This is an optimization exercise on Yosys and OpenROAD, whose aim is small area, not a production implementation.
The RTL was checked by simulation tests, not by an equivalence proof against the original design.
Power figures rest on the tool's default switching activity, not on a simulated workload.

[design/flow/config.mk]
export PLATFORM = sky130hd
export DESIGN_NAME = iic_driver
export DESIGN_NICKNAME = iic_driver
export VERILOG_FILES = /design/flow/design.v
export SDC_FILE = /design/flow/constraint.sdc
export NUM_CORES = 4
export LEC_CHECK = 0
export CAP_MARGIN = 20
export CORE_MARGIN = 2
export CORE_UTILIZATION = 40
export SLEW_MARGIN = 20
[design/flow/constraint.sdc]
create_clock -name core_clock -period 10.0 [get_ports {clk_in}]
set_input_delay 2.0000 -clock core_clock [delete_from_list [all_inputs] [get_ports {clk_in}]]
set_output_delay 2.0000 -clock core_clock [all_outputs]
set_load 0.01 [all_outputs]
[design/flow/design.v]
`timescale 1ns / 1ps
module iic_driver #
	(
		parameter	CLKIN_MHz = 100,  	 
		parameter 	IIC_KHz = 1000,  	 
		parameter	TIMEOUT_us = 1,		 
		parameter	RESTART_DELAY_us = 0  
	)
	(
	input 				clk_in,
	input 				rst_n,
	input 				sda_in,
	output	reg			sda_out,
	output	reg			sda_en,  	 
	output	reg			scl,	 	 
	input				cmd_en,  	 
	input	[7:0]		addr, 	 	 
	input	[31:0]		cmd,	 	 
	input	[2:0]		cmd_len,	 
	input				wdata_vld, 	 
	input	[7:0]		wdata,		 
	input	[7:0]		rd_len,  	 
	output	reg [7:0]	rdata, 		 
	output	reg			rdata_vld,	 
	output	reg			cmd_done,	 
	output	reg 		opt_err		 
    );
localparam  DATA_POS 	= CLKIN_MHz*1000 / (4*IIC_KHz) - 1,
    		CLK_POS 	= CLKIN_MHz*1000 / (2*IIC_KHz) - 1,
    		DATA_NEG 	= 3*CLKIN_MHz*1000 / (4*IIC_KHz) - 1,
			CLK_NEG 	= CLKIN_MHz*1000 / (IIC_KHz) - 1;
localparam  TIMEOUT = CLKIN_MHz * TIMEOUT_us + CLK_POS;
localparam	RESTART_DELAY = CLKIN_MHz * RESTART_DELAY_us;			
localparam  MAX_WR_LEN = 32;
localparam	IDLE 		= 4'd0,
			START 		= 4'd1,
			WRITE 		= 4'd2,
			WAIT_ASK	= 4'd3,
			DELAY		= 4'd4,
			READ		= 4'd5,
			ASK			= 4'd6,
			STOP		= 4'd7,
			FINISH		= 4'd8,
			ERR			= 4'd9;
localparam  DIR_READ	= 1'b1,
			DIR_WRITE	= 1'b0;
localparam 	OPT_IDLE	= 3'd0,
			ADDR1_DONE 	= 3'd1,
			CMD_DONE	= 3'd2,
			ADDR2_DONE	= 3'd3,
			WDATA_DONE	= 3'd4,
			RDATA_DONE	= 3'd5;
reg			cnt_flag;
reg 		dir_flag;
reg 		cmd_en_z; 
reg [2:0] 	opt_sta;
reg [2:0] 	opt_sta_z;		
reg [3:0] 	cur_sta,nxt_sta;
reg [31:0] 	timeout_cnt;
reg [31:0] 	delay_cnt;
reg [3:0] 	bit_cnt;       
reg [31:0] 	clk_cnt;
reg [7:0] 	byte_cnt;
reg [7:0]	byte_len;
reg [31:0]	dly_cnt;
reg [7:0]	wr_len;
reg [7:0] 	wdata_z;
reg [7:0]   wr_mem[MAX_WR_LEN - 1:0];
always@(posedge clk_in or negedge rst_n)
begin
	if(~rst_n)
		clk_cnt <= 0;
	else if(cur_sta == IDLE || clk_cnt == CLK_NEG)
		clk_cnt <= 0;
	else
	begin
		if(cnt_flag)
			clk_cnt <= clk_cnt + 1'b1;
		else
			clk_cnt <= clk_cnt;
	end
end
always@(posedge clk_in or negedge rst_n)
begin
	if(~rst_n)
		timeout_cnt <= 0;
	else
	begin
		if(nxt_sta == WAIT_ASK) 
			timeout_cnt <= timeout_cnt + 1'b1;
		else
			timeout_cnt <= 0;
	end
end
always@(posedge clk_in or negedge rst_n)
begin
	if(~rst_n)
		delay_cnt <= 0;
	else
	begin
		if(nxt_sta == DELAY) 
			delay_cnt <= delay_cnt + 1'b1;
		else
			delay_cnt <= 0;
	end
end
always@(posedge clk_in or negedge rst_n)
begin
	if(~rst_n)
		cnt_flag <= 1'b1;
	else if((nxt_sta == WAIT_ASK) && (clk_cnt >= DATA_NEG))
	begin
		if(timeout_cnt >= TIMEOUT)
			cnt_flag <= 1'b1;
		else if(sda_in == 1'b1)
			cnt_flag <= 1'b0;
		else
			cnt_flag <= 1'b1;
	end
	else if(nxt_sta == DELAY)
	begin
		if(delay_cnt > RESTART_DELAY)
			cnt_flag <= 1'b1;
		else
			cnt_flag <= 1'b0;
	end
	else
	begin
		cnt_flag <= 1'b1;
	end
end
always@(posedge clk_in or negedge rst_n)
begin
	if(~rst_n)
		cmd_en_z <= 8'h0;
	else
		cmd_en_z <= cmd_en;
end
always@(posedge clk_in or negedge rst_n)
begin
	if(~rst_n)
		dir_flag <= 1'h0;
	else if(cmd_en && ~cmd_en_z) 
		dir_flag <= addr[0];
	else
		dir_flag <= dir_flag;
end
always@(posedge clk_in or negedge rst_n)
begin
	if(~rst_n)
		wr_len <= 8'h0;
	else if(wdata_vld && wr_len < MAX_WR_LEN) 
		wr_len <= wr_len + 1'b1;
	else if(nxt_sta == IDLE)
		wr_len <= 8'h0;
	else
		wr_len <= wr_len;
end
integer i;
always@(posedge clk_in or negedge rst_n)
begin
	if(~rst_n)
	begin
		for(i = 0; i < MAX_WR_LEN; i = i+1)
			wr_mem[i] <= 8'h0;
	end
	else if(wdata_vld) 
		wr_mem[wr_len] <= wdata;
	else
		wr_mem[wr_len] <= wr_mem[wr_len];
end
always@(posedge clk_in or negedge rst_n)
begin
	if(~rst_n)
		bit_cnt <= 4'b0;
	else
	begin
		if(nxt_sta == WRITE || nxt_sta == READ)
		begin
			if(clk_cnt == DATA_POS)
				bit_cnt <= bit_cnt + 1'b1;
			else
				bit_cnt <= bit_cnt;
		end
		else
			bit_cnt <= 4'b0;
	end
end
always@(posedge clk_in or negedge rst_n)
begin
	if(~rst_n)
		opt_sta <= OPT_IDLE;
	else if(cur_sta == IDLE)
		opt_sta <= OPT_IDLE;
	else if(opt_sta == OPT_IDLE && cur_sta == WRITE && nxt_sta == WAIT_ASK)  
	begin
		if(cmd_len == 0)  
			opt_sta <= (dir_flag == DIR_READ)?ADDR2_DONE:CMD_DONE;
		else
			opt_sta <= ADDR1_DONE;
	end
	else if(opt_sta == ADDR1_DONE && cur_sta == WRITE && nxt_sta == WAIT_ASK && byte_len == byte_cnt) 
	begin
		if(dir_flag == DIR_WRITE && wr_len == 0)
			opt_sta <= WDATA_DONE;
		else
			opt_sta <= CMD_DONE;
	end
	else if(opt_sta == CMD_DONE && cur_sta == WRITE && nxt_sta == WAIT_ASK && dir_flag == DIR_READ)
		opt_sta <= ADDR2_DONE;
	else if(opt_sta == CMD_DONE && cur_sta == WRITE && nxt_sta == WAIT_ASK && byte_len == byte_cnt)
		opt_sta <= WDATA_DONE;
	else if(opt_sta == ADDR2_DONE && cur_sta == READ && nxt_sta == ASK && byte_len == byte_cnt)
		opt_sta <= RDATA_DONE;
	else
		opt_sta <= opt_sta;
end
always@(posedge clk_in or negedge rst_n)
begin
	if(~rst_n)
		opt_sta_z <= 3'b0;
	else
		opt_sta_z <= opt_sta;
end
always@(posedge clk_in or negedge rst_n)
begin
	if(~rst_n)
		byte_cnt <= 8'b0;
	else if(opt_sta_z != opt_sta)
		byte_cnt <= 8'b0;
	else
	begin
		if((nxt_sta == WRITE || nxt_sta == READ ) && (clk_cnt == CLK_POS) && (bit_cnt == 8))
			byte_cnt <= byte_cnt + 1'b1;
		else
			byte_cnt <= byte_cnt;
	end
end
always@(posedge clk_in or negedge rst_n)
begin
	if(~rst_n)
		byte_len <= 8'b0;
	else if(nxt_sta == START || nxt_sta == STOP)
		byte_len <= 8'd0;
	else if(cur_sta == START && nxt_sta == WRITE)  
		byte_len <= 8'd1;
	else if(opt_sta == ADDR1_DONE && nxt_sta == WAIT_ASK )
		byte_len <= cmd_len;
	else if(opt_sta == CMD_DONE && nxt_sta == WAIT_ASK)
		byte_len <= wr_len;
	else if(opt_sta == ADDR2_DONE && nxt_sta == WAIT_ASK )
		byte_len <= rd_len;
	else
		byte_len <= byte_len;
end
always@(posedge clk_in or negedge rst_n)
begin
	if(~rst_n)
		wdata_z <= 8'b0;
	else if(opt_sta == IDLE)
		wdata_z <= {addr[7:1],(cmd_len == 0) ? dir_flag : DIR_WRITE};
	else if(cur_sta == DELAY && nxt_sta == START)
		wdata_z <= {addr[7:1],DIR_READ};
	else if(opt_sta == ADDR1_DONE) 
	begin
		case(byte_cnt)
		0:wdata_z <= cmd[7:0];
		1:wdata_z <= cmd[15:8];
		2:wdata_z <= cmd[23:16];
		default:wdata_z <= cmd[31:24];
		endcase
	end
	else if(opt_sta == CMD_DONE && dir_flag == DIR_WRITE)
		wdata_z <= wr_mem[byte_cnt];
	else
		wdata_z <= wdata_z;
end
always@(posedge clk_in or negedge rst_n)
begin
	if(~rst_n)
		scl <= 1'b1;
	else if(nxt_sta == IDLE || (cur_sta == WAIT_ASK && nxt_sta == START))
		scl <= 1'b1;
	else if(nxt_sta == STOP || nxt_sta == DELAY)
	begin
		if(clk_cnt == CLK_POS)
			scl <= 1'b1;
		else
			scl <= scl;
	end
	else
	begin
		if(clk_cnt == CLK_POS)
			scl <= 1'b1;
		else if(clk_cnt == CLK_NEG)
			scl <= 1'b0;
	end
end
always@(posedge clk_in or negedge rst_n)
begin
	if(~rst_n)
	begin
		sda_out <= 1'b1;
	end
	else
	begin
		if(nxt_sta == IDLE)
		begin
			sda_out <= 1'b1;
		end
		else if(nxt_sta == START) 	
		begin
			if(clk_cnt == CLK_POS)
				sda_out <= 1'b0;
			else
				sda_out <= sda_out;
		end
		else if(nxt_sta == WRITE)
		begin
			if(clk_cnt == DATA_POS)
				sda_out <= wdata_z[7- bit_cnt];
			else
				sda_out <= sda_out;
		end
		else if(nxt_sta == DELAY)
		begin
			sda_out <= 1'b1;
		end
		else if(nxt_sta == ASK)
		begin
			if(clk_cnt == DATA_POS)
			begin
				if(byte_len == byte_cnt)
					sda_out <= 1'b1;
				else
					sda_out <= 1'b0;
			end
		end
		else if(nxt_sta == READ || nxt_sta == WAIT_ASK)
		begin
			sda_out <= 1'b1;
		end
		else if(nxt_sta == STOP)
		begin
			if(clk_cnt == DATA_POS)
				sda_out <= 1'b0;
			else if(clk_cnt == CLK_NEG)
				sda_out <= 1'b1;
		end
		else
		begin
			sda_out <= sda_out;
		end
	end
end
always@(posedge clk_in or negedge rst_n)
begin
	if(~rst_n)
	begin
		sda_en <= 1'b1;
	end
	else
	begin
		if(nxt_sta == READ || nxt_sta == WAIT_ASK)
			sda_en <= 1'b0;
		else
			sda_en <= 1'b1;
	end
end
always@(posedge clk_in or negedge rst_n)
begin
	if(~rst_n)
		rdata <= 8'b0;
	else if(nxt_sta == READ)
	begin
		if(clk_cnt == CLK_NEG)
			rdata <= {rdata[6:0],sda_in};
		else
			rdata <= rdata;
	end
	else if(nxt_sta != ASK)
		rdata <= 8'b0;
end
always@(posedge clk_in or negedge rst_n)
begin
	if(~rst_n)
		rdata_vld <= 1'b0;
	else if((cur_sta == READ) && (nxt_sta == ASK))
		rdata_vld <= 1'b1;
	else
		rdata_vld <= 1'b0;
end
always@(posedge clk_in or negedge rst_n)
begin
	if(~rst_n)
		cmd_done <= 1'b0;
	else if(cmd_en && !cmd_en_z)
		cmd_done <= 1'b0;
	else if(nxt_sta == FINISH)
		cmd_done <= 1'b1;
	else
		cmd_done <= cmd_done;
end
always@(posedge clk_in or negedge rst_n)
begin
	if(~rst_n)
		opt_err <= 1'b0;
	else if(cmd_en && !cmd_en_z)
		opt_err <= 1'b0;
	else if(timeout_cnt >= TIMEOUT)  
		opt_err <= 1'b1;
	else
		opt_err <= opt_err;
end
always@(posedge clk_in or negedge rst_n)
begin
	if(~rst_n)
		cur_sta <= IDLE;
	else
		cur_sta <= nxt_sta;
end
always@(*)
begin
	nxt_sta = cur_sta;
	case(cur_sta)
		IDLE:
			begin
				if(cmd_en && !cmd_en_z)    
					nxt_sta = START;
			end			
		START: 	if(clk_cnt == CLK_NEG) 	 
					nxt_sta = WRITE;	
		WRITE:	if((clk_cnt == DATA_POS) && (bit_cnt == 8))  
					nxt_sta = WAIT_ASK;
		WAIT_ASK:
			begin
				if(clk_cnt == DATA_POS)  
				begin
					if(timeout_cnt < TIMEOUT)
					begin
						if(opt_sta == CMD_DONE && dir_flag == DIR_READ)
							nxt_sta = DELAY;
						else if(opt_sta == ADDR2_DONE)
							nxt_sta = READ;
						else if(opt_sta == WDATA_DONE)
							nxt_sta = STOP;
						else
							nxt_sta = WRITE;
					end
					else
					nxt_sta = STOP; 
				end
			end
		DELAY:	if(clk_cnt == DATA_POS)  
					nxt_sta = START;
		READ:	if( (clk_cnt == DATA_POS) && (bit_cnt == 8))  
					nxt_sta = ASK;
		ASK:
			begin
				if(clk_cnt == DATA_POS)	 
				begin
					if(opt_sta == RDATA_DONE)
						nxt_sta = STOP;
					else
						nxt_sta = READ;
				end
			end
		STOP:	if(clk_cnt == DATA_POS)  
					nxt_sta = FINISH;	
		FINISH: nxt_sta = IDLE;
		default:nxt_sta = IDLE;
		endcase
end    
endmodule
[design/flow/run.sh]
#!/bin/bash
# synth_recipe.tcl (not shown) runs the flow's synth.tcl, then flattens the netlist and writes it again
# the make line also repeats each setting of config.mk as NAME=value (left out here)
make -C /OpenROAD-flow-scripts/flow DESIGN_CONFIG=/design/flow/config.mk WORK_HOME=/design/flow/orfs CLKGATE_MAP_FILE= SYNTH_SCRIPT=/design/flow/synth_recipe.tcl finish
==> summary.txt <==
## power by group through the flow
stage / Combinational (mW) / Sequential [mW] / Clock (mW)
2_1_floorplan: 0.906 / 2.34 / 0
3_3_place_gp: 1.26 / 2.50 / 0
3_5_place_dp: 1.30 / 2.50 / 0
4_1_cts: 1.30 / 2.48 / 1.80
5_1_grt: 1.46 / 2.53 / 1.87
6_report: 1.34 / 2.50 / 1.77
## metal layers
layer / part of all wire, % / up-vias / wire length, µm / track usage, %
li1: - / 8454 / - / -
met1: 39 / 9371 / 30700 / 36.2
met2: 43 / 1229 / 33600 / 41.2
met3: 12 / 338 / 9110 / 8.63
met4: 5.8 / 6 / 4560 / 14.0
met5: 0.050 / - / 39 / 0
## cells in the final DEF, fill, tap and decap left out, drive strengths merged, types with 8 or more instances in the layout
cell / instances
a22oi: 101
nor4b: 11
nand4: 36
ha: 23
nor4: 26
nor4bb: 8
nor3b: 11
o2111ai: 10
and3: 27
nand2: 240
or3: 14
mux2i: 13
or4: 8
nor2: 341
a21oi: 174
a221oi: 52
and2: 9
o31a: 11
a222oi: 30
clkdlybuf4s50: 76
o21ai: 162
dfrtp: 411
mux2: 23
clkinv: 8
nor2b: 13
inv: 36
xor2: 55
xnor2: 45
clkbuf: 61
nand2b: 9
buf: 58
and4: 11
nand3: 97
a22o: 60
nor3: 26
## worst max-delay path by stage
stage / from / end / cells after the start
6_report: cmd_en / byte_len[1]$_DFFE_PN0P_ / 9
5_1_grt: cmd_en / byte_len[1]$_DFFE_PN0P_ / 9
4_1_cts: cmd_en / byte_len[1]$_DFFE_PN0P_ / 9
3_5_place_dp: cmd_en / byte_len[1]$_DFFE_PN0P_ / 9
3_3_place_gp: cmd_en / byte_len[2]$_DFFE_PN0P_ / 9
2_1_floorplan: cmd_en / byte_cnt[5]$_DFFE_PN0P_ / 8
## through the flow
stage                     power [mW]  hold WS [ns]  area (µm²)  util, %
final                           5.61         0.489       24500     46.6
after global placement          3.76         0.469       22900     43.6
after floorplan                 3.25         0.352       21300        -
after global routing            5.86         0.506       24500     46.6
after CTS                       5.58         0.488       24400     46.5
after detailed placement        3.80         0.480       22900     43.6
## flip-flops by register name, summed over array words and instances, names as in the netlist, 3 cells and up
| name | count |
|---|---|
| opt_sta | 3 |
| opt_sta_z | 3 |
| delay_cnt | 32 |
| wdata_z | 8 |
| clk_cnt | 32 |
| bit_cnt | 4 |
| cur_sta | 4 |
| byte_len | 8 |
| wr_mem | 256 |
| rdata | 8 |
| timeout_cnt | 32 |
| byte_cnt | 8 |
| wr_len | 8 |
## final cells by class
class                      count  area, µm²  area share [%]
sequential                   415      10400            42.4
multi-input combinational   1712      10300            42.2
clock buffer                  61       1320            5.37
timing repair buffer         134       1230            5.01
tap                          688        861            3.51
clock inverter                19        239           0.976
inverter                      33        124           0.506
## critical path, delay by kind of cell
kind	cells	cell delay [ns]
buf+inv	1	0.47
simple gates	6	2.64
compound gates	2	0.42
## cells by family after synthesis
kind of cell	synth area share (%)
simple gates	20.2
compound gates	20.0
mux	2.04
buf+inv	3.48
xor+xnor	4.11
flops	48.8
fa+ha+maj	1.35
==> flow_metrics.py <==
metrics = {
    "placed_design": {
        "port_buffers": 77,
        "dp_slack_ns": 4.38,
        "gp_congestion": 1.02,
        "dp_hpwl_um": 50600,
        "dpl.cell_count": 2980,
    },
    "synthesis": {
        "syn_avg_cell_area_um2": 9.19,
        "synth_top_flop_cell": "dfrtp_1",
        "syn_inst": 2316,
        "ys_seq_area_share_pct": 48.8,
        "synth_top_cell_by_area": "dfrtp_1",
        "yosysUniqueCellTypes": 74,
        "yosysMostFrequentCell": "dfrtp_1",
        "synth_top_area_share_pct": 48.3,
        "syn_area_um2": 21300,
        "synth.top_cells.by_area": "dfrtp_1, nor2_1, nand2_1",
        "synth-seq-cells": 415,
        "synth_edf_count": 0,
        "ys_async_sr_fraction_pct": 100,
        "yosysWarnings": 2,
        "syn-num-nets": 2403,
        "synth.top_cells.by_count": "dfrtp_1, nor2_1, nand2_1",
    },
    "grt": {
        "grt_pass1_wl_um": 116000,
        "grt_pass1_vias": 18300,
        "grt-ovfl-total": 0,
        "grt_max_degree": 157,
        "antenna_found_initial": 3,
        "grt_usage_pct": 27.6,
    },
    "layout": {
        "nFillCells": 4988,
        "fin_nets": 2428,
        "instances_no_fill": 3062,
        "drive_gt1_share_pct": 9.69,
        "area_growth_pct": 15.0,
        "diodes": 0,
    },
    "floorplan": {
        "rows": 84,
        "die_x_um": 235,
        "die_h_um": 235,
        "ios": 78,
        "core_area_um2": 52600,
        "die_area_um2": 55100,
        "initial_core_util_pct": 40.5,
    },
    "worst_setup_path": {
        "slowest_delay_ns": 0.93,
        "endpoint_kind": "flop",
        "ff2ff_setup_slack_ns": 5.57,
        "cp-start-kind": "primary input",
        "crit_arrival_ns": 5.53,
        "crit_path_cell_trace": "clkdlybuf4s50_1 > nor2b_1 > nand2_1 > o221a_2 > nand3_1 > nand3_2 > nor3b_2 > nand3_1 > a32o_1",
        "r2r_start": "clk_cnt[20]$_DFFE_PN0P_",
        "path_max_fanout": 41,
        "critPathSlowestCell": "nor3b_2",
        "cp.required_ns": 10.46,
        "criticalPathCategory": "in2reg",
        "reg2reg_to": "byte_len[1]$_DFFE_PN0P_",
        "r2r_cells": 10,
        "crit_top_cell": "nand3_1",
    },
    "timing": {
        "slew_violations": 0,
        "clock_skew_ns": 0.0360,
        "min_period_ns": 5.07,
        "fin_crit_sh_pct": 50.7,
        "hold_viol_final": 0,
        "maxSlewHeadroom_pct": 12.4,
        "rsz0062_at_grt": "no",
        "timing.fmax_ghz": 0.197,
        "setup_violations": 0,
        "worstMarginPinSlew_ns": 1.31,
        "fin_tns_setup_ns": 0,
        "worst_slack_ns": 4.93,
    },
    "detailed_routing": {
        "drc": 0,
        "wl_um": 78000,
        "dr_total_vias": 19400,
        "wl_per_cell_um": 25.5,
        "viasPerCell": 6.34,
        "firstDrtPassIters": 9,
        "ant_nets": 0,
        "drt-initial-drc-count": 2725,
    },
    "clock_tree": {
        "clk_pin_slew_ns": 0.06,
        "insertion_delay_ns": 0.60,
        "root_buffer": "clkbuf_16",
        "cts_resized": 0,
        "cts_hold_buffers": 0,
        "cts_tree": "built",
        "cts.htree.levels": 2,
        "cts.sinks": 415,
        "clk_path_buf_depth": 3,
        "cts_buffers": 45,
        "post_cts_buffers": 0,
    },
    "min_path": {
        "min_path_cells": 1,
        "min_path_type": "reg2reg",
        "worstHoldStart": "delay_cnt[0]$_DFF_PN0_",
        "min_to": "delay_cnt[0]$_DFF_PN0_",
    },
    "pwr": {
        "seqPwrFrac_pct": 44.7,
        "leakagePower_nw": 9.97,
        "p_comb_share_pct": 23.8,
        "power_frac_clock_pct": 31.5,
        "switching_share_pct": 36.0,
        "netSwitchingPower_mw": 2.02,
        "peakVddDrop_mv": 0.149,
        "p_int_mw": 3.59,
        "p_per_area_nw_per_um2": 229,
    },
    "outcome": {
        "status": "complete, no violations",
    },
    "run": {
        "max_cap_viol_count": 0,
    },
}

-- afterwards: timing with drivers on the ports --
In the flow no input, the clock included, has a driving cell. The finished layout below was timed again as built, in two steps. Step 1 (the two cells are an assumption about what drives the block):
set clk [get_ports {clk_in}]
set_driving_cell -lib_cell sky130_fd_sc_hd__clkbuf_16 $clk
set_driving_cell -lib_cell sky130_fd_sc_hd__buf_2 [delete_from_list [all_inputs] $clk]
Step 2 moves the port delays by t, midway between the first and last clock arrival at a register: inputs arrive t later, outputs are due t later. That takes back most of the time a late clock gives input paths. a / b / c = no drivers / after step 1 / after step 2; a / b = the first two.
shift t [ns]: 0.647
slack for setup (ns): 4.929 / 4.966 / 4.320
hold WS [ns]: 0.489 / 0.489 / 0.489
After both steps this run still meets setup and hold. For this run, drivers alone change the setup slack by +0.037 ns; drivers and shift together by -0.609 ns.
